Source: an optimization exercise on an open RTL-to-GDS flow (aim: small area, a short achievable clock period and few clock cycles per item). Production flows keep margins and buffers that such runs may drop.
Where RTL was checked, it was by simulation tests only, not by an equivalence proof against the original.
Function not checked in run 1: the RTL went through the layout flow alone.
Power figures rest on the tool's default switching activity, not on a simulated workload.

==> flow/design.v, too long to show whole: its modules and the start of the top module <==
// module wallace_multi: 1556 lines
// module mfa: 4 lines
// module mha: 4 lines
// module mbs: 5 lines
// module ma22o: 3 lines
// module mxor: 3 lines
module wallace_multi (
    input clk,
    input rst,
    input [15:0] a,
    input [15:0] b,
    output reg [31:0] p,
    output reg done
);
  // ...
==> flow/flow/run.sh <==
#!/bin/bash
set -euo pipefail
export BUFFER_PORTS_ARGS="-buffer_cell sky130_fd_sc_hd__buf_1"
bash standard.sh finish > orfs_make.log 2>&1
==> flow/standard.sh <==
#!/bin/bash
# synth_recipe.tcl (not shown) runs the flow's synth.tcl, then flattens the netlist and writes it again
# the make line also repeats each setting of config.mk as NAME=value (left out here)
make -C /OpenROAD-flow-scripts/flow DESIGN_CONFIG=/design/flow/config.mk WORK_HOME=/design/flow/orfs CLKGATE_MAP_FILE= SYNTH_SCRIPT=/design/flow/synth_recipe.tcl "${@:-finish}"
==> flow/config.mk <==
export PLATFORM = sky130hd
export DESIGN_NAME = wallace_multi
export DESIGN_NICKNAME = wallace_multi
export VERILOG_FILES = /design/flow/design.v
export SDC_FILE = /design/flow/constraint.sdc
export NUM_CORES = 4
export LEC_CHECK = 0
export CAP_MARGIN = 20
export CORE_MARGIN = 2
export CORE_UTILIZATION = 40
export CTS_BUF_LIST = sky130_fd_sc_hd__clkbuf_8
export CTS_CLUSTER_DIAMETER = 80
export CTS_CLUSTER_SIZE = 16
export SETUP_SLACK_MARGIN = 1.9
export SLEW_MARGIN = 20
export SYNTH_HIERARCHICAL = 1
==> flow/constraint.sdc <==
create_clock -name core_clock -period 4.0 [get_ports {clk}]
set_input_delay 0.8000 -clock core_clock [delete_from_list [all_inputs] [get_ports {clk}]]
set_output_delay 0.8000 -clock core_clock [all_outputs]
set_load 0.01 [all_outputs]
==> reports/metrics.csv, run 1 <==
metric;value;unit
Top pwr grp;registers;
Reg area;4710;um2
Setup Fix Bufs, Post-CTS;12;
clk_buf instances;20;
Tot GR Track Use;0.168;
Internal;5.59;mW
final non-filler cell total;1276;
htree depth;1;
wire length per cell;18.0;um
Top Registers;p: 32 flops, v: 3 flops;
final hold violations;0;
first-pass GRT wire length;37.8;mm
vias in the first global route;6847;
Max VDD drop;419;uV
status;complete, no violations;
Ant. Diodes;0;
Global Route met1 Usage;0.230;
core area;26800;um2
Synth Area in XOR/XNOR;0.128;
FF-to-FF Start;r585;
R2R cell count;8;
area share of the largest cell type after synthesis;0.412;
Setup Skew;0.0261;ns
Root Driver;clkbuf_8;
sw frac;0.355;
final wirelength;23.0;mm
dpl cell area;11500;um2
Pre-Repair DR Iteration Count;4;
Die Wd;169;um
CP peak stage delay;0.51;ns
Hold Crit Class;in -> async;
Critical Path RT;4.45;ns
CTS tree;done;
met3 WL;1.49;mm
Non-clock inverters;29;
==> run 2: changes to the inputs <==
--- a/flow/design.v
+++ b/flow/design.v
@@ -127,16 +127,44 @@
     wire c533;
     wire c538;
     wire c540;
     wire c542;
     wire c544;
     wire c546;
     wire c548;
     wire c550;
+    wire c552;
+    wire c554;
+    wire c556;
+    wire c558;
+    wire c561;
+    wire c563;
+    wire c565;
+    wire c567;
+    wire c569;
+    wire c571;
+    wire c573;
+    wire c575;
+    wire c577;
+    wire c579;
+    wire c581;
+    wire c583;
+    wire c585;
+    wire c587;
+    wire c589;
+    wire c591;
+    wire c593;
+    wire c595;
+    wire c597;
+    wire c599;
+    wire c602;
+    wire c606;
+    wire c610;
+    wire c612;
     wire n1;
     wire n2;
     wire n3;
     wire n4;
     wire n5;
     wire n6;
     wire n7;
     wire n8;
@@ -310,215 +338,159 @@
     wire n216;
     wire n217;
     wire n218;
     wire n219;
     wire n220;
     wire n221;
     wire n222;
     wire n223;
-    wire n553;
-    wire n554;
-    wire n557;
-    wire n558;
-    wire n561;
-    wire n562;
-    wire n565;
-    wire n566;
-    wire n568;
-    wire n569;
-    wire n570;
-    wire n571;
-    wire n572;
-    wire n573;
-    wire n574;
-    wire n575;
-    wire n578;
-    wire n579;
-    wire n582;
-    wire n583;
-    wire n586;
-    wire n587;
-    wire n590;
-    wire n591;
-    wire n594;
-    wire n595;
-    wire n598;
-    wire n599;
-    wire n602;
-    wire n603;
-    wire n606;
-    wire n607;
-    wire n610;
-    wire n611;
+    wire n613;
     wire n614;
     wire n615;
-    wire n618;
+    wire n616;
     wire n619;
+    wire n621;
     wire n622;
     wire n623;
+    wire n624;
+    wire n625;
     wire n626;
     wire n627;
-    wire n630;
+    wire n628;
     wire n631;
-    wire n632;
-    wire n633;
-    wire n634;
     wire n635;
     wire n637;
     wire n638;
+    wire n639;
+    wire n640;
     wire n641;
     wire n642;
+    wire n643;
+    wire n644;
     wire n645;
     wire n646;
+    wire n647;
+    wire n648;
     wire n649;
-    wire n650;
     wire n652;
     wire n653;
     wire n654;
     wire n655;
+    wire n656;
     wire n657;
     wire n658;
     wire n659;
-    wire n660;
-    wire n661;
     wire n662;
     wire n664;
-    wire n665;
-    wire n666;
+    wire n667;
     wire n668;
     wire n669;
     wire n670;
     wire n671;
     wire n672;
     wire n673;
     wire n674;
-    wire n675;
     wire n676;
-    wire n677;
     wire n678;
-    wire n679;
     wire n680;
-    wire n681;
     wire n682;
-    wire n683;
-    wire n684;
     wire n685;
     wire n686;
     wire n687;
     wire n688;
     wire n690;
     wire n692;
-    wire n693;
-    wire n694;
     wire n695;
     wire n696;
     wire n697;
     wire n698;
+    wire n699;
+    wire n700;
     wire n701;
     wire n702;
     wire n703;
     wire n704;
-    wire n705;
-    wire n706;
     wire n707;
     wire n708;
     wire n709;
     wire n710;
-    wire n713;
+    wire n711;
+    wire n712;
     wire n714;
     wire n716;
+    wire n717;
     wire n718;
-    wire n719;
-    wire n720;
     wire n721;
     wire n722;
-    wire n723;
-    wire n724;
     wire n725;
     wire n726;
-    wire n727;
-    wire n728;
     wire n729;
     wire n730;
     wire n731;
     wire n732;
     wire n733;
     wire n734;
     wire n735;
     wire n736;
     wire n737;
     wire n738;
     wire n739;
     wire n740;
-    wire n741;
-    wire n742;
+    wire n743;
+    wire n744;
     wire n745;
     wire n746;
     wire n747;
     wire n748;
-    wire n749;
-    wire n750;
     wire n751;
     wire n752;
-    wire n753;
-    wire n754;
     wire n755;
     wire n756;
-    wire n757;
-    wire n758;
     wire n759;
     wire n760;
-    wire n761;
-    wire n762;
     wire n763;
     wire n764;
-    wire n765;
-    wire n766;
     wire n767;
     wire n768;
-    wire n769;
-    wire n770;
-    wire n773;
-    wire n774;
+    wire n771;
+    wire n772;
+    wire n775;
+    wire n776;
     wire n777;
     wire n778;
+    wire n779;
+    wire n780;
     wire n781;
     wire n782;
     wire n783;
     wire n784;
     wire n785;
     wire n786;
     wire n787;
     wire n788;
-    wire n789;
     wire n790;
     wire n791;
     wire n792;
+    wire n793;
     wire n794;
     wire n795;
-    wire n796;
     wire n797;
     wire n798;
-    wire n799;
     wire n800;
     wire n801;
-    wire n802;
     wire n803;
     wire n804;
-    wire n805;
     wire n806;
     wire n807;
-    wire n808;
     wire n809;
-    wire n811;
+    wire n810;
     wire n812;
-    wire n814;
+    wire n813;
     wire n815;
-    wire n817;
     reg r16;
     reg r17;
     reg r18;
     reg r20;
     reg r21;
     reg r23;
     reg r25;
     reg r27;
@@ -624,95 +596,98 @@
     reg r517;
     reg r518;
     reg r525;
     reg r526;
     reg r527;
     reg r534;
     reg r535;
     reg r536;
-    reg r551;
-    reg r552;
-    reg r555;
-    reg r556;
     reg r559;
-    reg r560;
-    reg r563;
-    reg r564;
-    reg r567;
-    reg r576;
-    reg r577;
-    reg r580;
-    reg r581;
-    reg r584;
-    reg r585;
-    reg r588;
-    reg r589;
-    reg r592;
-    reg r593;
-    reg r596;
-    reg r597;
     reg r600;
-    reg r601;
+    reg r603;
     reg r604;
-    reg r605;
+    reg r607;
     reg r608;
-    reg r609;
-    reg r612;
-    reg r613;
-    reg r616;
     reg r617;
+    reg r618;
     reg r620;
-    reg r621;
-    reg r624;
-    reg r625;
-    reg r628;
     reg r629;
+    reg r630;
+    reg r632;
+    reg r633;
+    reg r634;
     reg r636;
-    reg r639;
-    reg r640;
-    reg r643;
-    reg r644;
-    reg r647;
-    reg r648;
+    reg r650;
     reg r651;
-    reg r656;
+    reg r660;
+    reg r661;
     reg r663;
-    reg r667;
+    reg r665;
+    reg r666;
+    reg r675;
+    reg r677;
+    reg r679;
+    reg r681;
+    reg r683;
+    reg r684;
     reg r689;
     reg r691;
-    reg r699;
-    reg r700;
-    reg r711;
-    reg r712;
+    reg r693;
+    reg r694;
+    reg r705;
+    reg r706;
+    reg r713;
     reg r715;
-    reg r717;
-    reg r743;
-    reg r744;
-    reg r771;
-    reg r772;
-    reg r775;
-    reg r776;
-    reg r779;
-    reg r780;
-    reg r793;
-    reg r810;
-    reg r813;
+    reg r719;
+    reg r720;
+    reg r723;
+    reg r724;
+    reg r727;
+    reg r728;
+    reg r741;
+    reg r742;
+    reg r749;
+    reg r750;
+    reg r753;
+    reg r754;
+    reg r757;
+    reg r758;
+    reg r761;
+    reg r762;
+    reg r765;
+    reg r766;
+    reg r769;
+    reg r770;
+    reg r773;
+    reg r774;
+    reg r789;
+    reg r796;
+    reg r799;
+    reg r802;
+    reg r805;
+    reg r808;
+    reg r811;
+    reg r814;
     reg r816;
+    reg r817;
     reg r818;
     reg r819;
     reg r820;
     reg r821;
     reg r822;
     reg r823;
     reg r824;
     reg r825;
     reg r826;
     reg r827;
     reg r828;
+    reg r829;
+    reg r830;
+    reg r831;
     wire s224;
     wire s226;
     wire s228;
     wire s230;
     wire s232;
     wire s234;
     wire s236;
     wire s238;
@@ -829,16 +804,44 @@
     wire s532;
     wire s537;
     wire s539;
     wire s541;
     wire s543;
     wire s545;
     wire s547;
     wire s549;
+    wire s551;
+    wire s553;
+    wire s555;
+    wire s557;
+    wire s560;
+    wire s562;
+    wire s564;
+    wire s566;
+    wire s568;
+    wire s570;
+    wire s572;
+    wire s574;
+    wire s576;
+    wire s578;
+    wire s580;
+    wire s582;
+    wire s584;
+    wire s586;
+    wire s588;
+    wire s590;
+    wire s592;
+    wire s594;
+    wire s596;
+    wire s598;
+    wire s601;
+    wire s605;
+    wire s609;
+    wire s611;
     assign n1 = b[1] & ~b[0];
     assign n2 = b[2] ^ b[1];
     assign n3 = (b[3] & ~b[2] & ~b[1]) | (~b[3] & b[2] & b[1]);
     assign n4 = b[4] ^ b[3];
     assign n5 = (b[5] & ~b[4] & ~b[3]) | (~b[5] & b[4] & b[3]);
     assign n6 = b[6] ^ b[5];
     assign n7 = (b[7] & ~b[6] & ~b[5]) | (~b[7] & b[6] & b[5]);
     assign n8 = b[8] ^ b[7];
@@ -1139,16 +1142,32 @@
     mfa us530 (.a(n157), .b(n211), .c(n210), .s(s530), .co(c531));
     mfa us532 (.a(n176), .b(n195), .c(s530), .s(s532), .co(c533));
     mfa us539 (.a(n222), .b(n177), .c(n196), .s(s539), .co(c540));
     mfa us541 (.a(c531), .b(s539), .c(c533), .s(s541), .co(c542));
     mfa us543 (.a(n178), .b(n213), .c(n212), .s(s543), .co(c544));
     mfa us545 (.a(n197), .b(s543), .c(c540), .s(s545), .co(c546));
     mfa us547 (.a(n223), .b(n198), .c(c544), .s(s547), .co(c548));
     mfa us549 (.a(n199), .b(n215), .c(n214), .s(s549), .co(c550));
+    mha us551 (.a(n19), .b(r18), .s(s551), .co(c552));
+    mha us553 (.a(n55), .b(s224), .s(s553), .co(c554));
+    mha us555 (.a(c225), .b(s226), .s(s555), .co(c556));
+    mha us557 (.a(s228), .b(s230), .s(s557), .co(c558));
+    mha us611 (.a(c548), .b(s549), .s(s611), .co(c612));
+    assign n613 = n22 & c552;
+    assign n614 = n22 & s551;
+    mao21 un615 (.g(c556), .p(s555), .c(c554), .y(n615));
+    assign n616 = s555 & s553;
+    mao21 un654 (.g(n615), .p(n616), .c(n613), .y(n654));
+    assign n655 = n616 & n614;
+    mao21 un731 (.g(c554), .p(s553), .c(n613), .y(n731));
+    assign n732 = s553 & n614;
+    mxor2 un777 (.a(n22), .b(c552), .y(n777));
+    mxor2 un778 (.a(s553), .b(n613), .y(n778));
+    mxor2 un779 (.a(s555), .b(n731), .y(n779));
     always @(posedge clk) begin
         r240 <= s236;
         r241 <= s238;
         r248 <= c239;
         r249 <= s246;
         r258 <= c247;
         r259 <= s256;
         r266 <= c255;
@@ -1215,34 +1234,33 @@
         r517 <= s514;
         r518 <= c505;
         r525 <= s521;
         r526 <= c515;
         r527 <= s523;
         r534 <= c522;
         r535 <= s532;
         r536 <= c524;
-        r551 <= n19;
-        r552 <= r18;
-        r555 <= n55;
-        r556 <= s224;
-        r559 <= c225;
-        r560 <= s226;
-        r563 <= s228;
-        r564 <= s230;
-        r567 <= c235;
-        r636 <= s541;
-        r639 <= c542;
-        r640 <= s545;
-        r643 <= c546;
-        r644 <= s547;
-        r647 <= c548;
-        r648 <= s549;
-        r651 <= n22;
-        r656 <= s234;
+        r559 <= c235;
+        r600 <= s541;
+        r603 <= c542;
+        r604 <= s545;
+        r607 <= c546;
+        r608 <= s547;
+        r617 <= s234;
+        r618 <= c558;
+        r620 <= s557;
+        r650 <= c612;
+        r651 <= s611;
+        r675 <= n654;
+        r677 <= n655;
+        r816 <= s551;
+        r818 <= n777;
+        r820 <= n778;
+        r822 <= n779;
     end
     mha us242 (.a(r240), .b(r241), .s(s242), .co(c243));
     mha us250 (.a(r248), .b(r249), .s(s250), .co(c251));
     mha us260 (.a(r258), .b(r259), .s(s260), .co(c261));
     mfa us269 (.a(r266), .b(r267), .c(r268), .s(s269), .co(c270));
     mha us272 (.a(r271), .b(c261), .s(s272), .co(c273));
     mfa us283 (.a(r280), .b(r281), .c(r282), .s(s283), .co(c284));
     mfa us285 (.a(c270), .b(s283), .c(c273), .s(s285), .co(c286));
@@ -1275,290 +1293,256 @@
     mfa us481 (.a(r478), .b(r479), .c(r480), .s(s481), .co(c482));
     mfa us484 (.a(r483), .b(c468), .c(s481), .s(s484), .co(c485));
     mfa us495 (.a(r492), .b(r493), .c(r494), .s(s495), .co(c496));
     mfa us498 (.a(r497), .b(c482), .c(s495), .s(s498), .co(c499));
     mfa us508 (.a(r506), .b(r507), .c(c496), .s(s508), .co(c509));
     mfa us519 (.a(r516), .b(r517), .c(r518), .s(s519), .co(c520));
     mfa us528 (.a(r525), .b(r526), .c(r527), .s(s528), .co(c529));
     mfa us537 (.a(r534), .b(r535), .c(r536), .s(s537), .co(c538));
-    assign n553 = r551 & r552;
-    assign n554 = r551 ^ r552;
-    assign n557 = r555 & r556;
-    assign n558 = r555 ^ r556;
-    assign n561 = r559 & r560;
-    assign n562 = r559 ^ r560;
-    assign n565 = r563 & r564;
-    assign n566 = r563 ^ r564;
-    assign n568 = r567 & s242;
-    assign n569 = r567 ^ s242;
-    assign n570 = c243 & s250;
-    assign n571 = c243 ^ s250;
-    assign n572 = c251 & s260;
-    assign n573 = c251 ^ s260;
-    assign n574 = s269 & s272;
-    assign n575 = s269 ^ s272;
-    assign n632 = c520 & s528;
-    assign n633 = c520 ^ s528;
-    assign n634 = c529 & s537;
-    assign n635 = c529 ^ s537;
-    assign n637 = c538 & r636;
-    assign n638 = c538 ^ r636;
-    assign n641 = r639 & r640;
-    assign n642 = r639 ^ r640;
-    assign n645 = r643 & r644;
-    assign n646 = r643 ^ r644;
-    assign n649 = r647 & r648;
-    assign n650 = r647 ^ r648;
-    assign n652 = r651 & n553;
-    assign n653 = r651 & n554;
-    assign n654 = n561 | (n562 & n557);
-    assign n655 = n562 & n558;
-    assign n657 = r656 & n565;
-    assign n658 = r656 & n566;
-    assign n659 = n570 | (n571 & n568);
-    assign n660 = n571 & n569;
-    assign n661 = n574 | (n575 & n572);
-    assign n662 = n575 & n573;
-    assign n679 = n634 | (n635 & n632);
-    assign n680 = n635 & n633;
-    assign n681 = n641 | (n642 & n637);
-    assign n682 = n642 & n638;
-    assign n683 = n649 | (n650 & n645);
-    assign n684 = n650 & n646;
-    assign n685 = n654 | (n655 & n652);
-    assign n686 = n655 & n653;
-    assign n687 = n659 | (n660 & n657);
-    assign n688 = n660 & n658;
-    assign n703 = n683 | (n684 & n681);
-    assign n704 = n684 & n682;
-    assign n705 = n687 | (n688 & n685);
-    assign n706 = n688 & n686;
-    assign n731 = n657 | (n658 & n685);
-    assign n732 = n658 & n686;
-    assign n733 = n661 | (n662 & n705);
-    assign n734 = n662 & n706;
-    assign n747 = n557 | (n558 & n652);
-    assign n748 = n558 & n653;
-    assign n749 = n565 | (n566 & n685);
-    assign n750 = n566 & n686;
-    assign n751 = n568 | (n569 & n731);
-    assign n752 = n569 & n732;
-    assign n753 = n572 | (n573 & n705);
-    assign n754 = n573 & n706;
-    assign n755 = s285 & n733;
-    assign n756 = s285 & n734;
-    assign n783 = r651 ^ n553;
-    assign n784 = n558 ^ n652;
-    assign n785 = n562 ^ n747;
-    assign n786 = n566 ^ n685;
-    assign n787 = r656 ^ n749;
-    assign n788 = n569 ^ n731;
-    assign n789 = n571 ^ n751;
-    assign n790 = n573 ^ n705;
-    assign n791 = n575 ^ n753;
-    assign n792 = s285 ^ n733;
+    mha us560 (.a(r559), .b(s242), .s(s560), .co(c561));
+    mha us562 (.a(c243), .b(s250), .s(s562), .co(c563));
+    mha us564 (.a(c251), .b(s260), .s(s564), .co(c565));
+    mha us566 (.a(s269), .b(s272), .s(s566), .co(c567));
+    mha us568 (.a(c286), .b(s298), .s(s568), .co(c569));
+    mha us570 (.a(c299), .b(s313), .s(s570), .co(c571));
+    mha us572 (.a(s328), .b(s330), .s(s572), .co(c573));
+    mha us574 (.a(c349), .b(s366), .s(s574), .co(c575));
+    mha us576 (.a(c367), .b(s385), .s(s576), .co(c577));
+    mha us578 (.a(c386), .b(s402), .s(s578), .co(c579));
+    mha us580 (.a(c403), .b(s420), .s(s580), .co(c581));
+    mha us582 (.a(c421), .b(s438), .s(s582), .co(c583));
+    mha us584 (.a(c439), .b(s454), .s(s584), .co(c585));
+    mha us586 (.a(c455), .b(s470), .s(s586), .co(c587));
+    mha us588 (.a(c471), .b(s484), .s(s588), .co(c589));
+    mha us590 (.a(c485), .b(s498), .s(s590), .co(c591));
+    mha us592 (.a(c499), .b(s508), .s(s592), .co(c593));
+    mha us594 (.a(c509), .b(s519), .s(s594), .co(c595));
+    mha us596 (.a(c520), .b(s528), .s(s596), .co(c597));
+    mha us598 (.a(c529), .b(s537), .s(s598), .co(c599));
+    mha us601 (.a(c538), .b(r600), .s(s601), .co(c602));
+    mha us605 (.a(r603), .b(r604), .s(s605), .co(c606));
+    mha us609 (.a(r607), .b(r608), .s(s609), .co(c610));
+    assign n619 = r617 & r618;
+    assign n621 = r617 & r620;
+    mao21 un622 (.g(c563), .p(s562), .c(c561), .y(n622));
+    assign n623 = s562 & s560;
+    mao21 un624 (.g(c567), .p(s566), .c(c565), .y(n624));
+    assign n625 = s566 & s564;
+    assign n626 = s568 & s285;
+    mao21 un627 (.g(c573), .p(s572), .c(c571), .y(n627));
+    assign n628 = s572 & s570;
+    mao21 un638 (.g(c583), .p(s582), .c(c581), .y(n638));
+    assign n639 = s582 & s580;
+    mao21 un640 (.g(c587), .p(s586), .c(c585), .y(n640));
+    assign n641 = s586 & s584;
+    mao21 un642 (.g(c591), .p(s590), .c(c589), .y(n642));
+    assign n643 = s590 & s588;
+    mao21 un644 (.g(c595), .p(s594), .c(c593), .y(n644));
+    assign n645 = s594 & s592;
+    mao21 un646 (.g(c599), .p(s598), .c(c597), .y(n646));
+    assign n647 = s598 & s596;
+    mao21 un648 (.g(c606), .p(s605), .c(c602), .y(n648));
+    assign n649 = s605 & s601;
+    mao21 un652 (.g(r650), .p(r651), .c(c610), .y(n652));
+    assign n653 = r651 & s609;
+    mao21 un656 (.g(n622), .p(n623), .c(n619), .y(n656));
+    assign n657 = n623 & n621;
+    mao21 un658 (.g(c569), .p(n626), .c(n624), .y(n658));
+    assign n659 = n626 & n625;
+    mao21 un669 (.g(n642), .p(n643), .c(n640), .y(n669));
+    assign n670 = n643 & n641;
+    mao21 un671 (.g(n646), .p(n647), .c(n644), .y(n671));
+    assign n672 = n647 & n645;
+    mao21 un673 (.g(n652), .p(n653), .c(n648), .y(n673));
+    assign n674 = n653 & n649;
+    mao21 un676 (.g(n656), .p(n657), .c(r675), .y(n676));
+    assign n678 = n657 & r677;
+    mao21 un687 (.g(n673), .p(n674), .c(n671), .y(n687));
+    assign n688 = n674 & n672;
+    mao21 un701 (.g(n658), .p(n659), .c(n676), .y(n701));
+    assign n702 = n659 & n678;
+    mao21 un709 (.g(n619), .p(n621), .c(r675), .y(n709));
+    assign n710 = n621 & r677;
+    mao21 un711 (.g(n624), .p(n625), .c(n676), .y(n711));
+    assign n712 = n625 & n678;
+    mao21 un733 (.g(r618), .p(r620), .c(r675), .y(n733));
+    assign n734 = r620 & r677;
+    mao21 un735 (.g(c561), .p(s560), .c(n709), .y(n735));
+    assign n736 = s560 & n710;
+    mao21 un737 (.g(c565), .p(s564), .c(n676), .y(n737));
+    assign n738 = s564 & n678;
+    assign n739 = s285 & n711;
+    assign n740 = s285 & n712;
+    mxor2 un780 (.a(r620), .b(r675), .y(n780));
+    mxor2 un781 (.a(r617), .b(n733), .y(n781));
+    mxor2 un782 (.a(s560), .b(n709), .y(n782));
+    mxor2 un783 (.a(s562), .b(n735), .y(n783));
+    mxor2 un784 (.a(s564), .b(n676), .y(n784));
+    mxor2 un785 (.a(s566), .b(n737), .y(n785));
+    mxor2 un786 (.a(s285), .b(n711), .y(n786));
+    mxor2 un787 (.a(s568), .b(n739), .y(n787));
     always @(posedge clk) begin
-        r576 <= c286;
-        r577 <= s298;
-        r580 <= c299;
-        r581 <= s313;
-        r584 <= s328;
-        r585 <= s330;
-        r588 <= c349;
-        r589 <= s366;
-        r592 <= c367;
-        r593 <= s385;
-        r596 <= c386;
-        r597 <= s402;
-        r600 <= c403;
-        r601 <= s420;
-        r604 <= c421;
-        r605 <= s438;
-        r608 <= c439;
-        r609 <= s454;
-        r612 <= c455;
-        r613 <= s470;
-        r616 <= c471;
-        r617 <= s484;
-        r620 <= c485;
-        r621 <= s498;
-        r624 <= c499;
-        r625 <= s508;
-        r628 <= c509;
-        r629 <= s519;
-        r663 <= s285;
-        r667 <= s348;
-        r689 <= n661;
-        r691 <= n662;
-        r699 <= n679;
-        r700 <= n680;
-        r711 <= n703;
-        r712 <= n704;
-        r715 <= n705;
-        r717 <= n706;
-        r743 <= n681;
-        r744 <= n682;
-        r771 <= n632;
-        r772 <= n633;
-        r775 <= n637;
-        r776 <= n638;
-        r779 <= n645;
-        r780 <= n646;
-        r793 <= n755;
-        r810 <= n635;
-        r813 <= n642;
-        r816 <= n650;
-        r818 <= n554;
-        r819 <= n783;
-        r820 <= n784;
-        r821 <= n785;
-        r822 <= n786;
-        r823 <= n787;
-        r824 <= n788;
-        r825 <= n789;
-        r826 <= n790;
-        r827 <= n791;
-        r828 <= n792;
+        r629 <= s574;
+        r630 <= s348;
+        r632 <= c579;
+        r633 <= s578;
+        r634 <= c577;
+        r636 <= s576;
+        r660 <= c575;
+        r661 <= n627;
+        r663 <= n628;
+        r665 <= n638;
+        r666 <= n639;
+        r679 <= n658;
+        r681 <= n659;
+        r683 <= n669;
+        r684 <= n670;
+        r689 <= n676;
+        r691 <= n678;
+        r693 <= n687;
+        r694 <= n688;
+        r705 <= n671;
+        r706 <= n672;
+        r713 <= n701;
+        r715 <= n702;
+        r719 <= n640;
+        r720 <= n641;
+        r723 <= n644;
+        r724 <= n645;
+        r727 <= n648;
+        r728 <= n649;
+        r741 <= c571;
+        r742 <= s570;
+        r749 <= c581;
+        r750 <= s580;
+        r753 <= c585;
+        r754 <= s584;
+        r757 <= c589;
+        r758 <= s588;
+        r761 <= c593;
+        r762 <= s592;
+        r765 <= c597;
+        r766 <= s596;
+        r769 <= c602;
+        r770 <= s601;
+        r773 <= c610;
+        r774 <= s609;
+        r789 <= s572;
+        r796 <= s582;
+        r799 <= s586;
+        r802 <= s590;
+        r805 <= s594;
+        r808 <= s598;
+        r811 <= s605;
+        r814 <= r651;
+        r817 <= r816;
+        r819 <= r818;
+        r821 <= r820;
+        r823 <= r822;
+        r824 <= n780;
+        r825 <= n781;
+        r826 <= n782;
+        r827 <= n783;
+        r828 <= n784;
+        r829 <= n785;
+        r830 <= n786;
+        r831 <= n787;
     end
-    assign n578 = r576 & r577;
-    assign n579 = r576 ^ r577;
-    assign n582 = r580 & r581;
-    assign n583 = r580 ^ r581;
-    assign n586 = r584 & r585;
-    assign n587 = r584 ^ r585;
-    assign n590 = r588 & r589;
-    assign n591 = r588 ^ r589;
-    assign n594 = r592 & r593;
-    assign n595 = r592 ^ r593;
-    assign n598 = r596 & r597;
-    assign n599 = r596 ^ r597;
-    assign n602 = r600 & r601;
-    assign n603 = r600 ^ r601;
-    assign n606 = r604 & r605;
-    assign n607 = r604 ^ r605;
-    assign n610 = r608 & r609;
-    assign n611 = r608 ^ r609;
-    assign n614 = r612 & r613;
-    assign n615 = r612 ^ r613;
-    assign n618 = r616 & r617;
-    assign n619 = r616 ^ r617;
-    assign n622 = r620 & r621;
-    assign n623 = r620 ^ r621;
-    assign n626 = r624 & r625;
-    assign n627 = r624 ^ r625;
-    assign n630 = r628 & r629;
-    assign n631 = r628 ^ r629;
-    assign n664 = n579 & r663;
-    assign n665 = n586 | (n587 & n582);
-    assign n666 = n587 & n583;
-    assign n668 = n591 & r667;
-    assign n669 = n598 | (n599 & n594);
-    assign n670 = n599 & n595;
-    assign n671 = n606 | (n607 & n602);
-    assign n672 = n607 & n603;
-    assign n673 = n614 | (n615 & n610);
-    assign n674 = n615 & n611;
-    assign n675 = n622 | (n623 & n618);
-    assign n676 = n623 & n619;
-    assign n677 = n630 | (n631 & n626);
-    assign n678 = n631 & n627;
-    assign n690 = n578 | (n664 & r689);
-    assign n692 = n664 & r691;
-    assign n693 = n590 | (n668 & n665);
-    assign n694 = n668 & n666;
-    assign n695 = n671 | (n672 & n669);
-    assign n696 = n672 & n670;
-    assign n697 = n675 | (n676 & n673);
-    assign n698 = n676 & n674;
-    assign n701 = r699 | (r700 & n677);
-    assign n702 = r700 & n678;
-    assign n707 = n693 | (n694 & n690);
-    assign n708 = n694 & n692;
-    assign n709 = n697 | (n698 & n695);
-    assign n710 = n698 & n696;
-    assign n713 = r711 | (r712 & n701);
-    assign n714 = r712 & n702;
-    assign n716 = n707 | (n708 & r715);
-    assign n718 = n708 & r717;
-    assign n719 = n713 | (n714 & n709);
-    assign n720 = n714 & n710;
-    assign n721 = n719 | (n720 & n716);
-    assign n722 = n720 & n718;
-    assign n723 = n709 | (n710 & n716);
-    assign n724 = n710 & n718;
-    assign n725 = n690 | (n692 & r715);
-    assign n726 = n692 & r717;
-    assign n727 = n695 | (n696 & n716);
-    assign n728 = n696 & n718;
-    assign n729 = n701 | (n702 & n723);
-    assign n730 = n702 & n724;
-    assign n735 = n665 | (n666 & n725);
-    assign n736 = n666 & n726;
-    assign n737 = n669 | (n670 & n716);
-    assign n738 = n670 & n718;
-    assign n739 = n673 | (n674 & n727);
-    assign n740 = n674 & n728;
-    assign n741 = n677 | (n678 & n723);
-    assign n742 = n678 & n724;
-    assign n745 = r743 | (r744 & n729);
-    assign n746 = r744 & n730;
-    assign n757 = n582 | (n583 & n725);
-    assign n758 = n583 & n726;
-    assign n759 = r667 & n735;
-    assign n760 = r667 & n736;
-    assign n761 = n594 | (n595 & n716);
-    assign n762 = n595 & n718;
-    assign n763 = n602 | (n603 & n737);
-    assign n764 = n603 & n738;
-    assign n765 = n610 | (n611 & n727);
-    assign n766 = n611 & n728;
-    assign n767 = n618 | (n619 & n739);
-    assign n768 = n619 & n740;
-    assign n769 = n626 | (n627 & n723);
-    assign n770 = n627 & n724;
-    assign n773 = r771 | (r772 & n741);
-    assign n774 = r772 & n742;
-    assign n777 = r775 | (r776 & n729);
-    assign n778 = r776 & n730;
-    assign n781 = r779 | (r780 & n745);
-    assign n782 = r780 & n746;
-    assign n794 = n579 ^ r793;
-    assign n795 = n583 ^ n725;
-    assign n796 = n587 ^ n757;
-    assign n797 = r667 ^ n735;
-    assign n798 = n591 ^ n759;
-    assign n799 = n595 ^ n716;
-    assign n800 = n599 ^ n761;
-    assign n801 = n603 ^ n737;
-    assign n802 = n607 ^ n763;
-    assign n803 = n611 ^ n727;
-    assign n804 = n615 ^ n765;
-    assign n805 = n619 ^ n739;
-    assign n806 = n623 ^ n767;
-    assign n807 = n627 ^ n723;
-    assign n808 = n631 ^ n769;
-    assign n809 = r772 ^ n741;
-    assign n811 = r810 ^ n773;
-    assign n812 = r776 ^ n729;
-    assign n814 = r813 ^ n777;
-    assign n815 = r780 ^ n745;
-    assign n817 = r816 ^ n781;
-    always @(posedge clk) p <= {n817, n815, n814, n812, n811, n809, n808, n807, n806, n805, n804, n803, n802, n801, n800, n799, n798, n797, n796, n795, n794, r828, r827, r826, r825, r824, r823, r822, r821, r820, r819, r818};
+    assign n631 = r629 & r630;
+    mao21 un635 (.g(r632), .p(r633), .c(r634), .y(n635));
+    assign n637 = r633 & r636;
+    mao21 un662 (.g(r660), .p(n631), .c(r661), .y(n662));
+    assign n664 = n631 & r663;
+    mao21 un667 (.g(r665), .p(r666), .c(n635), .y(n667));
+    assign n668 = r666 & n637;
+    mao21 un680 (.g(n662), .p(n664), .c(r679), .y(n680));
+    assign n682 = n664 & r681;
+    mao21 un685 (.g(r683), .p(r684), .c(n667), .y(n685));
+    assign n686 = r684 & n668;
+    mao21 un690 (.g(n680), .p(n682), .c(r689), .y(n690));
+    assign n692 = n682 & r691;
+    mao21 un695 (.g(r693), .p(r694), .c(n685), .y(n695));
+    assign n696 = r694 & n686;
+    mao21 un697 (.g(n695), .p(n696), .c(n690), .y(n697));
+    assign n698 = n696 & n692;
+    mao21 un699 (.g(n685), .p(n686), .c(n690), .y(n699));
+    assign n700 = n686 & n692;
+    mao21 un703 (.g(n667), .p(n668), .c(n690), .y(n703));
+    assign n704 = n668 & n692;
+    mao21 un707 (.g(r705), .p(r706), .c(n699), .y(n707));
+    assign n708 = r706 & n700;
+    mao21 un714 (.g(r661), .p(r663), .c(r713), .y(n714));
+    assign n716 = r663 & r715;
+    mao21 un717 (.g(n635), .p(n637), .c(n690), .y(n717));
+    assign n718 = n637 & n692;
+    mao21 un721 (.g(r719), .p(r720), .c(n703), .y(n721));
+    assign n722 = r720 & n704;
+    mao21 un725 (.g(r723), .p(r724), .c(n699), .y(n725));
+    assign n726 = r724 & n700;
+    mao21 un729 (.g(r727), .p(r728), .c(n707), .y(n729));
+    assign n730 = r728 & n708;
+    mao21 un743 (.g(r741), .p(r742), .c(r713), .y(n743));
+    assign n744 = r742 & r715;
+    assign n745 = r630 & n714;
+    assign n746 = r630 & n716;
+    mao21 un747 (.g(r634), .p(r636), .c(n690), .y(n747));
+    assign n748 = r636 & n692;
+    mao21 un751 (.g(r749), .p(r750), .c(n717), .y(n751));
+    assign n752 = r750 & n718;
+    mao21 un755 (.g(r753), .p(r754), .c(n703), .y(n755));
+    assign n756 = r754 & n704;
+    mao21 un759 (.g(r757), .p(r758), .c(n721), .y(n759));
+    assign n760 = r758 & n722;
+    mao21 un763 (.g(r761), .p(r762), .c(n699), .y(n763));
+    assign n764 = r762 & n700;
+    mao21 un767 (.g(r765), .p(r766), .c(n725), .y(n767));
+    assign n768 = r766 & n726;
+    mao21 un771 (.g(r769), .p(r770), .c(n707), .y(n771));
+    assign n772 = r770 & n708;
+    mao21 un775 (.g(r773), .p(r774), .c(n729), .y(n775));
+    assign n776 = r774 & n730;
+    mxor2 un788 (.a(r742), .b(r713), .y(n788));
+    mxor2 un790 (.a(r789), .b(n743), .y(n790));
+    mxor2 un791 (.a(r630), .b(n714), .y(n791));
+    mxor2 un792 (.a(r629), .b(n745), .y(n792));
+    mxor2 un793 (.a(r636), .b(n690), .y(n793));
+    mxor2 un794 (.a(r633), .b(n747), .y(n794));
+    mxor2 un795 (.a(r750), .b(n717), .y(n795));
+    mxor2 un797 (.a(r796), .b(n751), .y(n797));
+    mxor2 un798 (.a(r754), .b(n703), .y(n798));
+    mxor2 un800 (.a(r799), .b(n755), .y(n800));
+    mxor2 un801 (.a(r758), .b(n721), .y(n801));
+    mxor2 un803 (.a(r802), .b(n759), .y(n803));
+    mxor2 un804 (.a(r762), .b(n699), .y(n804));
+    mxor2 un806 (.a(r805), .b(n763), .y(n806));
+    mxor2 un807 (.a(r766), .b(n725), .y(n807));
+    mxor2 un809 (.a(r808), .b(n767), .y(n809));
+    mxor2 un810 (.a(r770), .b(n707), .y(n810));
+    mxor2 un812 (.a(r811), .b(n771), .y(n812));
+    mxor2 un813 (.a(r774), .b(n729), .y(n813));
+    mxor2 un815 (.a(r814), .b(n775), .y(n815));
+    always @(posedge clk) p <= {n815, n813, n812, n810, n809, n807, n806, n804, n803, n801, n800, n798, n797, n795, n794, n793, n792, n791, n790, n788, r831, r830, r829, r828, r827, r826, r825, r824, r823, r821, r819, r817};
     reg [2:0] v;
     always @(posedge clk or negedge rst) begin
         if (!rst) begin
             v <= 3'b0;
             done <= 1'b0;
         end else begin
             v <= {v[1:0], 1'b1};
             done <= v[2];
         end
     end
 endmodule
+module mao21 (input g, input p, input c, output y);
+    assign y = g | (p & c);
+endmodule
+module mxor2 (input a, input b, output y);
+    assign y = a ^ b;
+endmodule
 module mfa (input a, input b, input c, output s, output co);
     assign s = a ^ b ^ c;
     assign co = (a & b) | (a & c) | (b & c);
 endmodule
 module mha (input a, input b, output s, output co);
     assign s = a ^ b;
     assign co = a & b;
 endmodule
--- a/flow/config.mk
+++ b/flow/config.mk
@@ -6,11 +6,11 @@
 export NUM_CORES = 4
 export LEC_CHECK = 0
 export CAP_MARGIN = 20
 export CORE_MARGIN = 2
 export CORE_UTILIZATION = 40
 export CTS_BUF_LIST = sky130_fd_sc_hd__clkbuf_8
 export CTS_CLUSTER_DIAMETER = 80
 export CTS_CLUSTER_SIZE = 16
-export SETUP_SLACK_MARGIN = 1.9
+export SETUP_SLACK_MARGIN = 1.8
 export SLEW_MARGIN = 20
 export SYNTH_HIERARCHICAL = 1
==> run 2 against run 1 <==
Register-to-register slack better by 0.06 ns. Combinational power increased by 8.2%. Die area fell by 0.17%. Largest cell class unchanged. Sequential power about the same. Hold slack got worse by 0.0073 ns. Core utilization shrank 1.7 points. Worst setup slack improved by 0.060 ns. Sequential share of layout area is 0.90 points higher. Via count is 0.42% higher. Cell count down 0.71%.
==> reports/metrics.csv, run 2 <==
metric;value;unit;change
yosys warns;7;;
via count of the routed design;6449;;
Post-synth ARST share;0.0176;;
Max VDD drop;399;uV;-4.9%
Layout Utilization;0.449;;
register area share after synthesis;0.422;;
Top Registers;p: 32 flops, v: 3 flops;;
cell area power density;729;nW/um2;
share of layout cells above drive strength 1;0.0896;;
status;complete, no violations;;
Reg2Reg Setup Slack;1.85;ns;
number of enable flip-flop cells after synthesis;0;;
Highest Signal Layer;met4;;
syn_nets;1009;;
CTS tree;done;;
Initial Util;0.405;;
Pre-Repair DR Iteration Count;5;;+1
Rows;60;;
CP startpoint kind;flop;;
met3 WL;1.64;mm;+10%
met2 wire length;10.3;mm;
Die Wd;168;um;about the same
area share of the largest cell type after synthesis;0.413;;+0.000715
Via-to-Cell Ratio;5.09;;
FMAX;0.466;GHz;
Setup TNS;0;ns;
clock-pin slew on the worst setup and hold paths;0.10;ns;
top post-synthesis cells by area;dfxtp_1 (41%), fa_1 (21%), xor2_1 (13%);;
DR DRC count;0;;
Yosys cell types;20;;
Slew Limit Fails;0;;
Critical Path Fanout Max;17;;
post-synthesis cell count;821;;
top-count cell post-synth;dfxtp_1;;
DIE AREA;28400;um2;
fin crit share;0.536;;
CP endpoint kind;flop;;
Tot GR Track Use;0.166;;-0.00166
cts hold-fix bufs;0;;
syn_area_per_cell;13.2;um2;
Max Cap Violations;0;;
wire length per cell;18.0;um;-0.36%
grt ovf;0;;
vias in the first global route;6852;;+0.073%
Synth top cells by count;dfxtp_1 (223), xor2_1 (158), a22o_1 (120);;
DRT antenna net count;0;;
Setup Skew;0.0237;ns;-0.00242 ns
final setup vio count;0;;
Seq cells post-synth;227;;
fin crit period;2.15;ns;
largest reg by FF count;p;;
FF-to-FF Start;r33;;
routed length on met1;10.2;mm;
most frequent cells in the layout;dfxtp_1 (185), xor2_1 (158), a22o_1 (120);;
headroom to the max-slew limit;0.608;;
hpwl dp;15.5;mm;
largest net degree at the start of global routing;20;;
routability cong.;0.838;;
most common cell after layout, fill and taps aside;dfxtp_1;;
First DRT Iteration DRCs;392;;
Lkg Pwr;5.33;nW;
Worst-Margin Slew;0.588;ns;
Longest Clk Path Bufs;3;;
Layout area overhead;10.8;%;
first-pass GRT wire length;37.3;mm;-1.5%
final hold violations;0;;unchanged
# IOs;67;;
R2R cell count;4;;-4
Critical Path RT;4.42;ns;-0.03 ns
Ant. Diodes;0;;unchanged
Synth Flop Type;dfxtp_1;;
clock sinks;227;;
number of I/O port buffers;66;;
initial antenna violation count;0;;
die height;168;um;
worst r2r dst;r507;;
CTS Buf Count;18;;
crit path launch;r33;;
RSZ-0062 raised after global routing;no;;
Root Driver;clkbuf_8;;
htree depth;1;;unchanged
final wirelength;22.8;mm;-1.1%
Worst EP arrival;2.56;ns;
worst skew pair latency;0.54;ns;
synthesized area;10800;um2;
Hold Crit Class;in -> async;;
max reg flops;32;;
# fillers;2501;;
core area;26700;um2;-0.28%
Final #Nets;1110;;
Crit Path Class;reg -> reg;;
area leader, netlist;dfxtp_1;;
[run 2: cell types whose count changed in the layout (fill, tap and decap cells not counted), sizes merged, moves of 3 or more]
cell | before | now
o21ai | 12 | 7
o21bai | 4 | 0
buf | 94 | 85
clkinvlp | 3 | 0
nand2 | 30 | 23
xor2 | 137 | 158
a21o | 9 | 46
fa | 125 | 115
and2 | 13 | 33
a21oi | 8 | 0
xnor2 | 22 | 16
nor2 | 4 | 0
inv | 31 | 19
ha | 44 | 39
[run 2: Yosys stat by module, one instance, submodules excluded, a selection]
module	cell area, um2	flip-flops and latches
mha	12.5	0
mxor	8.76	0
mao21	7.51	0
mfa	20.0	0
ma22o	8.76	0
wallace_multi	5310	227
mxor2	8.76	0
[run 2: layer usage]
metal | vias to the layer above | global-route usage
li1 | 2991 | -
met1 | 3161 | 0.232
met2 | 243 | 0.263
met3 | 54 | 0.0276
met4 | 0 | 0.0577
met5 | - | 0
[run 2: report_power, final]
group / leakage [nW] / internal (mW) / switching [mW]
logic: 3.24 / 1.93 / 1.89
clock network: 0.161 / 0.438 / 0.725
registers: 1.93 / 3.26 / 0.500
total: 5.33 / 5.62 / 3.12
[run 2: kinds of logic (layout without fill, tap and decap cells)]
family,Yosys count,in the layout,synth area share
buf+inv,19,124,0.00902
flops,227,227,0.422
compound gates,173,173,0.132
other cells,1,1,0.000347
fa+ha+maj,154,154,0.258
xor+xnor,174,174,0.141
simple gates,73,73,0.0377
[run 2: what timing repair did]
action	CTS	global route
pin swaps	3	2
setup buffers	3	12
gates resized for setup	41	4
endpoints found under the setup margin	57	8
[run 2: worst max-delay path, stage by stage, from the launching register on]
cell and delay, ns:
dfxtp_2 0.45, and2_1 0.23, fa_1 0.42, fa_1 0.51, fa_1 0.41
[run 2: worst max path at each step]
stage / slack, ns / endpoint / cells past startpoint
final: 1.85 / r507 / 4
after global routing: 1.80 / r713 / 6
after CTS: 1.77 / r507 / 4
after detailed placement: 1.54 / r507 / 4
after global placement: 1.58 / r507 / 4
after floorplan: 1.78 / r600 / 7
[run 2: metrics by stage]
step                      total power, mW  worst slack, ns  hold WS, ns  std cells  area, um2
final                                8.74             1.85       0.0630       1267      12000
after global routing                 9.68             1.80       0.0598       1267      12000
after CTS                            8.90             1.77       0.0315       1255      11900
after detailed placement             7.66             1.54        0.312       1228      11500
after global placement               7.57             1.58        0.311       1228      11500
after floorplan                      6.48             1.78        0.310        821      10800
[run 2: layout make-up]
type	count	area, um2	area share
clock inverter	5	25.0	0.00209
inverter	15	56.3	0.00470
multi-input combinational	575	6180	0.516
timing repair buffer	85	410	0.0342
clock buffer	19	262	0.0218
tap	341	427	0.0356
sequential	227	4630	0.386
Testbench counts of run 2, summed over its fixed seeds: cycles 16,024, items 16,000.
==> run 3: changes to the inputs <==
--- a/flow/config.mk
+++ b/flow/config.mk
@@ -13,3 +13,3 @@
 export CTS_CLUSTER_SIZE = 16
-export SETUP_SLACK_MARGIN = 1.8
+export SETUP_SLACK_MARGIN = 2.0
 export SLEW_MARGIN = 20
==> run 3 against run 2 <==
First-iteration DRC count up 27%. Worst setup slack improved by 0.056 ns. Clock-buffer cell count rose by 1. Hold slack better by 0.023 ns. Highest routed layer unchanged. Power is 9.6% higher. Core utilization rose by 3.0 points. Largest cell class unchanged. Still clean.
==> reports/metrics.csv, run 3 <==
metric;value;unit;change
max reg flops;32;;unchanged
Critical Path RT;4.38;ns;-0.04 ns
DRT antenna net count;0;;unchanged
DIE AREA;28400;um2;unchanged
Worst EP arrival;2.47;ns;-0.09 ns
Buf+Inv Stages, Crit Path;1;;+1
FF-to-FF Start;r41;;
syn_area_per_cell;13.2;um2;unchanged
min setup slack post-route;1.91;ns;+0.0557 ns
final wirelength;24.8;mm;+8.7%
Tot GR Track Use;0.170;;+0.00389
part of the power in registers;0.393;;-0.037
fin crit period;2.09;ns;-0.0557 ns
core area;26700;um2;unchanged
Ant. Diodes;0;;unchanged
cell repeated most along the worst path;fa_1;;
Slew Limit Fails;0;;unchanged
RSZ-0062 raised after global routing;yes;;
Max Cap Violations;0;;unchanged
Setup Skew;0.0308;ns;+0.00713 ns
CP peak stage delay;0.56;ns;+0.05 ns
Clock power frac;0.136;;+0.003
Die Wd;168;um;unchanged
Hold Crit Class;in -> async;;
clock-pin slew on the worst setup and hold paths;0.10;ns;about the same
vias in the first global route;6785;;-0.98%
Synth Flop Type;dfxtp_1;;
CTS tree;done;;
Post-synth ARST share;0.0176;;unchanged
Critical Path Fanout Max;6;;-11
most frequent cells in the layout;dfxtp_1 (173), xor2_1 (150), a22o_1 (119);;
hpwl dp;15.7;mm;+1.0%
worst r2r dst;r363;;
CP startpoint kind;flop;;
cell area power density;749;nW/um2;+2.7%
worst-path cell chain;buf_4, a22o_1, xor2_1, fa_1, fa_1;;
number of enable flip-flop cells after synthesis;0;;unchanged
die height;168;um;unchanged
Pre-Repair DR Iteration Count;5;;unchanged
cell count along the critical path;5;;+1
worst skew pair latency;0.53;ns;about the same
most common cell after layout, fill and taps aside;dfxtp_1;;
DR DRC count;0;;unchanged
syn_nets;1009;;unchanged
final hold violations;0;;unchanged
cts hold-fix bufs;0;;unchanged
area share of the largest cell type after synthesis;0.413;;unchanged
synthesized area;10800;um2;unchanged
yosys warns;7;;unchanged
initial antenna violation count;0;;unchanged
top post-synthesis cells by area;dfxtp_1 (41%), fa_1 (21%), xor2_1 (13%);;
Crit Path Class;reg -> reg;;
Lkg Pwr;5.59;nW;+4.9%
CP endpoint kind;flop;;
DP Cell Count;1224;;-0.33%
htree depth;1;;unchanged
Placement Setup Slack;1.60;ns;+0.0528 ns
Comb pwr share;0.471;;+0.034
Final #Nets;1150;;+3.6%
Initial Util;0.405;;unchanged
register area share after synthesis;0.422;;unchanged
Internal;6.24;mW;+11%
largest reg by FF count;p;;
R2R cell count;5;;+1
share of layout cells above drive strength 1;0.192;;+0.102
Rows;60;;unchanged
Yosys cell types;20;;unchanged
wire length per cell;19.0;um;+5.4%
Slowest cell on crit path;fa_1;;
final setup vio count;0;;unchanged
NetSw;3.33;mW;+6.9%
first-pass GRT wire length;37.9;mm;+1.6%
post-synthesis cell count;821;;unchanged
area leader, netlist;dfxtp_1;;
Synth top cells by count;dfxtp_1 (223), xor2_1 (158), a22o_1 (120);;
Layout area overhead;18.2;%;
Setup TNS;0;ns;unchanged
CTS Buf Count;18;;unchanged
FMAX;0.479;GHz;+2.7%
Reg2Reg Setup Slack;1.91;ns;+0.06 ns
Seq cells post-synth;227;;unchanged
Top Registers;p: 32 flops, v: 3 flops;;
Via-to-Cell Ratio;5.11;;+0.49%
top-count cell post-synth;dfxtp_1;;
hold_ws;0.0860;ns;+0.0229 ns
largest net degree at the start of global routing;20;;unchanged
crit-path leading delay family;adder cells;;
First DRT Iteration DRCs;497;;+27%
clock sinks;227;;unchanged
routability cong.;0.845;;+0.87%
number of I/O port buffers;66;;unchanged
Max VDD drop;434;uV;+8.8%
sw frac;0.348;;-0.00868
fin crit share;0.522;;-0.0139
status;complete, no violations;;
Longest Clk Path Bufs;3;;unchanged
via count of the routed design;6685;;+3.7%
grt ovf;0;;unchanged
# IOs;67;;unchanged
final non-filler cell total;1307;;+3.2%
Root Driver;clkbuf_8;;
## run 3: changes by cell type in the layout (fill, tap and decap cells not counted), sizes merged
cell,change
bufinv,+2
buf,+39
inv,-3
clkbuf,+2
## run 3: area by class of cell
class                      instances  area (um2)
tap                              341         427
clock inverter                     4        68.8
fill                            2425       13900
multi-input combinational        575        6450
sequential                       227        4730
timing repair buffer             125         787
inverter                          15        56.3
clock buffer                      20         275
## run 3: kinds of logic after synthesis
logic type,share of synthesized area
and+or+nand+nor,0.0377
adders and majority gates,0.258
DFF,0.422
xor gates and xnor gates,0.141
buffers and inverters,0.00902
AOI/OAI and AO/OA,0.132
other,0.000347
## run 3: power by group through the flow
stage / registers, mW / clock network (mW) / logic, mW
final: 3.77 / 1.30 / 4.51
after floorplan: 3.77 / 0 / 2.77
after global placement: 3.82 / 0 / 3.84
after detailed placement: 3.84 / 0 / 3.86
after CTS: 3.78 / 1.37 / 4.31
after global routing: 3.87 / 1.45 / 5.21
## run 3: metal layers
layer	track usage	up-vias	share of wire
li1	-	3068	-
met1	0.236	3313	0.43
met2	0.279	263	0.47
met3	0.0255	41	0.072
met4	0.0469	0	0.020
met5	0	-	0
## run 3: worst max-delay path by stage
stage / startpoint / endpoint
6_report: r41 / r363
5_1_grt: r629 / p[31]
4_1_cts: r629 / p[31]
3_5_place_dp: r96 / r507
3_3_place_gp: r96 / r507
2_1_floorplan: r180 / r600
## run 3: modules after synthesis (local to each module, per instance), excerpt
module	cells	cell area, um2	copies in the design
mxor	1	8.76	120
mfa	1	20.0	115
mao21	1	7.51	46
wallace_multi	350	5310	1
ma22o	1	8.76	120
mha	1	12.5	39
mxor2	1	8.76	31
## run 3: repair_timing
action	in CTS	in global routing
endpoints found under the setup margin	81	58
setup buffers	25	33
cloned	0	1
pin swaps	23	28
resized for setup	87	53
## run 3: stage by stage
step                      instance area [um2]  power [mW]  utilization
after floorplan                         10900        6.54            -
after global placement                  11500        7.65        0.430
after detailed placement                11500        7.70        0.430
after CTS                               12300        9.47        0.460
after global routing                    12800        10.5        0.479
final                                   12800        9.58        0.479
==> run 4: changes to the inputs <==
--- a/flow/config.mk
+++ b/flow/config.mk
@@ -9,3 +9,3 @@
 export CORE_MARGIN = 2
-export CORE_UTILIZATION = 40
+export CORE_UTILIZATION = 50
 export CTS_BUF_LIST = sky130_fd_sc_hd__clkbuf_8
@@ -13,3 +13,3 @@
 export CTS_CLUSTER_SIZE = 16
-export SETUP_SLACK_MARGIN = 2.0
+export SETUP_SLACK_MARGIN = 1.9
 export SLEW_MARGIN = 20
==> run 4 against run 3 <==
Still clean. Core utilization rose by 9.8 points. Sequential cell count did not move. Non-clock buffer count fell by 32. Synthesized area did not move. Clock-buffer cell count fell by 1. Sequential power barely moved. Highest routed layer unchanged. Largest cell class unchanged. Clock skew fell by 0.0062 ns. Wire length fell by 6.8%. First-iteration DRC count fell by 39%. Via count fell by 1.5%. Power fell by 5.5%. Clock power fell by 12%.
==> reports/metrics.csv, run 4 <==
metric;value;unit;change
Critical Path RT;4.39;ns;about the same
Design Area, Final;12200;um2;-4.7%
number of I/O port buffers;66;;unchanged
dpl cell area;11400;um2;-0.94%
final wirelength;23.1;mm;-6.8%
Setup Skew;0.0246;ns;-0.00624 ns
Hold Crit Class;in -> async;;
Synth Flop Type;dfxtp_1;;
Layout area overhead;12.7;%;
Initial Util;0.511;;+0.107
status;complete, no violations;;
wire length per cell;19.1;um;+0.88%
synthesized area;10800;um2;unchanged
DRT antenna net count;0;;unchanged
RSZ-0062 raised after global routing;yes;;
Slew Limit Fails;0;;unchanged
Post-synth ARST share;0.0176;;unchanged
Longest Clk Path Bufs;3;;unchanged
DR DRC count;0;;unchanged
Placement Setup Slack;1.58;ns;-0.0191 ns
Max VDD drop;333;uV;-23%
grt ovf;0;;unchanged
hpwl dp;15.7;mm;about the same
top post-synthesis cells by area;dfxtp_1 (41%), fa_1 (21%), xor2_1 (13%);;
Yosys cell types;20;;unchanged
NetSw;3.23;mW;-3.2%
Tot GR Track Use;0.208;;+0.0383
Rows;53;;-12%
syn_nets;1009;;unchanged
part of the power in registers;0.417;;+0.024
area share of the largest cell type after synthesis;0.413;;unchanged
share of layout cells above drive strength 1;0.119;;-0.0725
Worst EP arrival;2.48;ns;about the same
via count of the routed design;6586;;-1.5%
Internal;5.82;mW;-6.8%
first-pass GRT wire length;37.1;mm;-1.9%
CTS tree;done;;
CTS Buf Count;18;;unchanged
Ant. Diodes;0;;unchanged
CP endpoint kind;flop;;
initial antenna violation count;0;;unchanged
Clock power frac;0.126;;-0.010
clock-pin slew on the worst setup and hold paths;0.10;ns;about the same
Lkg Pwr;5.38;nW;-3.7%
cell area power density;742;nW/um2;-0.88%
Die Wd;151;um;-10%
max reg flops;32;;unchanged
core area;21200;um2;-21%
crit path launch;r33;;
CP peak stage delay;0.56;ns;about the same
most common cell after layout, fill and taps aside;dfxtp_1;;
DIE AREA;22800;um2;-20%
number of enable flip-flop cells after synthesis;0;;unchanged
Root Driver;clkbuf_8;;
routability cong.;0.865;;+2.3%
htree depth;1;;unchanged
Pre-Repair DR Iteration Count;5;;unchanged
cell repeated most along the worst path;fa_1;;
Crit Path Class;reg -> reg;;
CP startpoint kind;flop;;
Top Registers;p: 32 flops, v: 3 flops;;
syn_area_per_cell;13.2;um2;unchanged
top-count cell post-synth;dfxtp_1;;
Synth top cells by count;dfxtp_1 (223), xor2_1 (158), a22o_1 (120);;
DP Cell Count;1158;;-5.4%
# IOs;67;;unchanged
worst skew pair latency;0.52;ns;about the same
min setup slack post-route;1.91;ns;+0.00109 ns
yosys warns;7;;unchanged
Final #Nets;1118;;-2.8%
vias in the first global route;6983;;+2.9%
area leader, netlist;dfxtp_1;;
Comb pwr share;0.457;;-0.014
Setup TNS;0;ns;unchanged
Slowest cell on crit path;fa_1;;
clock sinks;227;;unchanged
hold_ws;0.0909;ns;+0.00494 ns
most frequent cells in the layout;dfxtp_1 (179), xor2_1 (157), a22o_1 (120);;
Seq cells post-synth;227;;unchanged
final setup vio count;0;;unchanged
final hold violations;0;;unchanged
FMAX;0.479;GHz;about the same
overall power;9.05;mW;-5.5%
Layout Utilization;0.576;;+0.0977
sw frac;0.357;;+0.00866
First DRT Iteration DRCs;301;;-39%
largest reg by FF count;p;;
Critical Path Fanout Max;8;;+2
fin crit share;0.522;;about the same
Max Cap Violations;0;;unchanged
largest net degree at the start of global routing;20;;unchanged
final non-filler cell total;1208;;-7.6%
worst-path cell chain;buf_4, a22o_1, xor2_2, fa_1, fa_1;;
FF-to-FF Start;r33;;
post-synthesis cell count;821;;unchanged
cts hold-fix bufs;0;;unchanged
die height;151;um;-10%
Via-to-Cell Ratio;5.45;;+6.6%
fin crit period;2.09;ns;-0.00109 ns
register area share after synthesis;0.422;;unchanged
[run 4: cell count changes in the layout (fill, tap and decap cells not counted), moves of 3 or more]
cell     before  now
and2_1       27   33
and2_4        6    0
buf_4        46   23
buf_6         9    0
dfxtp_1     173  179
dfxtp_2      10    7
dfxtp_4      40   37
fa_1         92  108
fa_2         23    7
ha_1         29   33
ha_4         10    6
xor2_1      150  157
xor2_2        8    1
[run 4: worst max-delay path: cells and delay by family, from the launching register on]
kind	cells	cell delay (ns)
AO/OA/AOI/OAI	1	0.22
buffers and inverters	1	0.19
flip-flops	1	0.40
XOR/XNOR	1	0.17
adder cells (fa/ha/maj)	2	0.96
[run 4: power groups by stage]
stage / clock (mW) / combinational (mW) / sequential [mW]
floorplan: 0 / 2.71 / 3.77
global placement: 0 / 3.66 / 3.81
detailed placement: 0 / 3.81 / 3.84
CTS: 1.20 / 4.10 / 3.79
global route: 1.28 / 4.84 / 3.87
finish: 1.14 / 4.14 / 3.77
[run 4: worst paths after layout]
| check | endpoint | depth (start not counted) | slack (ns) |
|---|---|---|---|
| min in group core_clock | r821 | 0 | 0.33 |
| worst max register to register | r310 | 5 | 1.91 |
| worst min register to register | r821 | 0 | 0.33 |
| max in group asynchronous | done | 1 | 3.74 |
| worst max-delay path | r310 | 5 | 1.91 |
| worst min-delay path | v[0] | 1 | 0.09 |
[run 4: Yosys stat by module (local to each module, per instance), a selection]
| module | flip-flops and latches | cells inside |
|---|---|---|
| mxor2 | 0 | 1 |
| mfa | 0 | 1 |
| ma22o | 0 | 1 |
| mha | 0 | 1 |
| wallace_multi | 227 | 350 |
| mao21 | 0 | 1 |
| mxor | 0 | 1 |
[run 4: area by class of cell]
cell class	instances	area [um2]
clock buffer	19	262
inverter	15	56.3
multi-input combinational	575	6280
tap	275	344
clock inverter	4	25.0
timing repair buffer	93	508
sequential	227	4710
fill	1768	8960
[run 4: routing by layer]
| layer | vias up | share of wire | GRT usage |
|---|---|---|---|
| met5 | - | 0 | 0 |
| met3 | 29 | 0.062 | 0.0304 |
| li1 | 3012 | - | - |
| met1 | 3319 | 0.46 | 0.298 |
| met4 | 0 | 0.015 | 0.0542 |
| met2 | 226 | 0.47 | 0.334 |
[run 4: cells by family after synthesis]
group | Yosys count | synth area share
DFF | 227 | 0.422
xor gates and xnor gates | 174 | 0.141
AOI/OAI and AO/OA | 173 | 0.132
adders and majority gates | 154 | 0.258
and+or+nand+nor | 73 | 0.0377
buffers and inverters | 19 | 0.00902
other | 1 | 0.000347
[run 4: repair_timing]
action,CTS,global route
pin swaps,11,6
gates resized for setup,52,37
gates cloned,0,0
endpoints found under the setup margin,72,43
setup buffers,9,18
==> run 5: changes to the inputs <==
--- a/flow/config.mk
+++ b/flow/config.mk
@@ -9,3 +9,3 @@
 export CORE_MARGIN = 2
-export CORE_UTILIZATION = 50
+export CORE_UTILIZATION = 40
 export CTS_BUF_LIST = sky130_fd_sc_hd__clkbuf_8
==> run 5 against run 4 <==
Still clean on timing, DRC and antenna. Die area grew 24%. Sequential share of layout area up 0.067 points. Global-route usage down 4.2 points. Combinational power barely moved. Largest power group unchanged.
==> reports/metrics.csv, run 5 <==
metric;value;unit;change
final wirelength;22.5;mm;-2.4%
R2R cell count;4;;-1
Root Driver;clkbuf_8;;
clock sinks;227;;unchanged
sw frac;0.355;;-0.00145
htree depth;1;;unchanged
CTS Buf Count;18;;unchanged
FF-to-FF Start;r33;;
crit path launch;r33;;
Pre-Repair DR Iteration Count;4;;-1
most common cell after layout, fill and taps aside;dfxtp_1;;
Longest Clk Path Bufs;3;;unchanged
# IOs;67;;unchanged
yosys warns;7;;unchanged
FMAX;0.485;GHz;+1.3%
Max VDD drop;340;uV;+1.9%
Tot GR Track Use;0.167;;-0.0415
top-count cell post-synth;dfxtp_1;;
Synth top cells by count;dfxtp_1 (223), xor2_1 (158), a22o_1 (120);;
final hold violations;0;;unchanged
clock-pin slew on the worst setup and hold paths;0.10;ns;about the same
Critical Path Fanout Max;17;;+9
worst r2r dst;r507;;
final setup vio count;0;;unchanged
post-synthesis cell count;821;;unchanged
largest net degree at the start of global routing;20;;unchanged
share of layout cells above drive strength 1;0.111;;-0.00846
area leader, netlist;dfxtp_1;;
die height;168;um;+11%
register area share after synthesis;0.422;;unchanged
Setup Skew;0.0153;ns;-0.00924 ns
cell area power density;744;nW/um2;+0.21%
first-pass GRT wire length;37.6;mm;+1.1%
area share of the largest cell type after synthesis;0.413;;unchanged
top post-synthesis cells by area;dfxtp_1 (41%), fa_1 (21%), xor2_1 (13%);;
CP startpoint kind;flop;;
Seq cells post-synth;227;;unchanged
wire length per cell;17.8;um;-6.7%
Internal;5.84;mW;+0.34%
Initial Util;0.405;;-0.107
part of the power in registers;0.415;;-0.002
Setup TNS;0;ns;unchanged
cts hold-fix bufs;0;;unchanged
fin crit period;2.06;ns;-0.0261 ns
Hold Crit Class;in -> async;;
DIE AREA;28400;um2;+24%
CTS tree;done;;
DR DRC count;0;;unchanged
Comb pwr share;0.459;;+0.002
DRT antenna net count;0;;unchanged
Die Wd;168;um;+11%
initial antenna violation count;0;;unchanged
Top Registers;p: 32 flops, v: 3 flops;;
CP endpoint;r507;;
Via-to-Cell Ratio;5.03;;-7.8%
core area;26700;um2;+26%
worst skew pair latency;0.52;ns;about the same
Reg2Reg Setup Slack;1.94;ns;+0.03 ns
Layout area overhead;12.6;%;about the same
First DRT Iteration DRCs;501;;+66%
largest reg by FF count;p;;
syn_nets;1009;;unchanged
Ant. Diodes;0;;unchanged
Worst EP arrival;2.47;ns;about the same
hpwl dp;15.3;mm;-2.5%
vias in the first global route;6732;;-3.6%
via count of the routed design;6353;;-3.5%
Crit Path Class;reg -> reg;;
RSZ-0062 raised after global routing;yes;;
number of enable flip-flop cells after synthesis;0;;unchanged
min setup slack post-route;1.94;ns;+0.0261 ns
Max Cap Violations;0;;unchanged
synthesized area;10800;um2;unchanged
grt ovf;0;;unchanged
NetSw;3.22;mW;-0.29%
Critical Path RT;4.40;ns;about the same
hold_ws;0.0968;ns;+0.00591 ns
most frequent cells in the layout;dfxtp_1 (178), xor2_1 (158), a22o_1 (120);;
max reg flops;32;;unchanged
Slew Limit Fails;0;;unchanged
number of I/O port buffers;66;;unchanged
status;complete, no violations;;
routability cong.;0.802;;-7.3%
fin crit share;0.516;;-0.00651
Yosys cell types;20;;unchanged
Lkg Pwr;5.32;nW;-1.1%
Synth Flop Type;dfxtp_1;;
syn_area_per_cell;13.2;um2;unchanged
Placement Setup Slack;1.56;ns;-0.0151 ns
Post-synth ARST share;0.0176;;unchanged
Clock power frac;0.126;;about the same
Final #Nets;1109;;-0.81%
Rows;60;;+13%
CP endpoint kind;flop;;
## run 5: routing by layer
layer  track usage  vias up  routed length (um)
met5             0        -                   0
met4        0.0450        0                 399
met3        0.0290       27                1400
met2         0.264      156               10200
met1         0.237     3171               10500
li1              -     2999                   -
## run 5: worst min-delay path by stage
stage / startpoint / to / slack, ns / depth (start not counted)
CTS: rst / done / 0.06 / 1
floorplan: r817 / p[0] / 0.31 / 0
global placement: r825 / p[5] / 0.31 / 0
finish: rst / v[2] / 0.1 / 1
detailed placement: r830 / p[10] / 0.31 / 0
global route: rst / v[1] / 0.09 / 1
## run 5: area by class of cell
class,instances,area (um2)
Timing Repair Buffer,84,423
Clock buffer,19,262
Clock inverter,3,20.0
Fill cell,2461,14500
Tap cell,341,427
Multi-Input combinational cell,575,6270
Sequential cell,227,4720
Inverter,15,56.3
## run 5: per-module statistics from Yosys, one instance, submodules excluded, a selection
| module | cells inside | times used | cell area, um2 | flops+latches |
|---|---|---|---|---|
| mao21 | 1 | 46 | 7.51 | 0 |
| mxor | 1 | 120 | 8.76 | 0 |
| mxor2 | 1 | 31 | 8.76 | 0 |
| wallace_multi | 350 | 1 | 5310 | 227 |
| mfa | 1 | 115 | 20.0 | 0 |
| ma22o | 1 | 120 | 8.76 | 0 |
| mha | 1 | 39 | 12.5 | 0 |
## run 5: logic make-up (layout without fill, tap and decap cells)
group | Yosys count | count (layout) | synth area share
simple gates | 73 | 73 | 0.0377
fa+ha+maj | 154 | 154 | 0.258
buf+inv | 19 | 121 | 0.00902
other cells | 1 | 1 | 0.000347
xor+xnor | 174 | 174 | 0.141
compound gates | 173 | 173 | 0.132
flops | 227 | 227 | 0.422
## run 5: what timing repair did
item / in CTS / in global routing
setup endpoints to repair: 70 / 42
setup buffers: 11 / 7
pin swaps: 12 / 11
resized for setup: 48 / 44
## run 5: through the flow
stage,power (mW),area (um2),util,cells
after detailed placement,7.65,11500,0.429,1224
after global routing,10.1,12200,0.456,1264
after CTS,8.98,12000,0.447,1257
final,9.06,12200,0.456,1264
after global placement,7.61,11500,0.429,1224
after floorplan,6.48,10800,-,821
## run 5: power by group through the flow
stage	sequential (mW)	clock (mW)	combinational, mW
6_report	3.76	1.14	4.15
5_1_grt	3.87	1.30	4.89
4_1_cts	3.78	1.21	3.99
3_5_place_dp	3.84	0	3.82
3_3_place_gp	3.82	0	3.79
2_1_floorplan	3.77	0	2.71
## run 5: worst max-delay path, cell delays in order (launching register included)
cell     delay [ns]
dfxtp_4        0.44
and2_1         0.20
fa_2           0.36
fa_1           0.53
fa_1           0.41

port drivers added, routing unchanged:
The flow's constraints put no driver on any port. The routed layouts listed below were extracted and timed again, unchanged, in two steps.
Step 1: set_driving_cell puts a clkbuf_16 on clk and a buf_2 on each other input, an assumption about the parent block.
Step 2 also shifts input and output timing later by t, the mid clock arrival at the registers, as if the neighbouring blocks saw the same clock.
Three values: ideal ports, drivers, drivers and shift; two values: the first two.
run	shift t [ns]	setup slack, ns	worst register clock-pin slew, ns
run 1	0.583	1.795 / 1.795 / 1.795	0.11 / 0.11
run 2	0.567	1.855 / 1.855 / 1.855	0.11 / 0.11
run 3	0.560	1.911 / 1.911 / 1.911	0.10 / 0.10
run 4	0.552	1.912 / 1.912 / 1.912	0.10 / 0.10
run 5	0.555	1.938 / 1.938 / 1.938	0.10 / 0.10
After both steps every run listed still meets setup and hold.
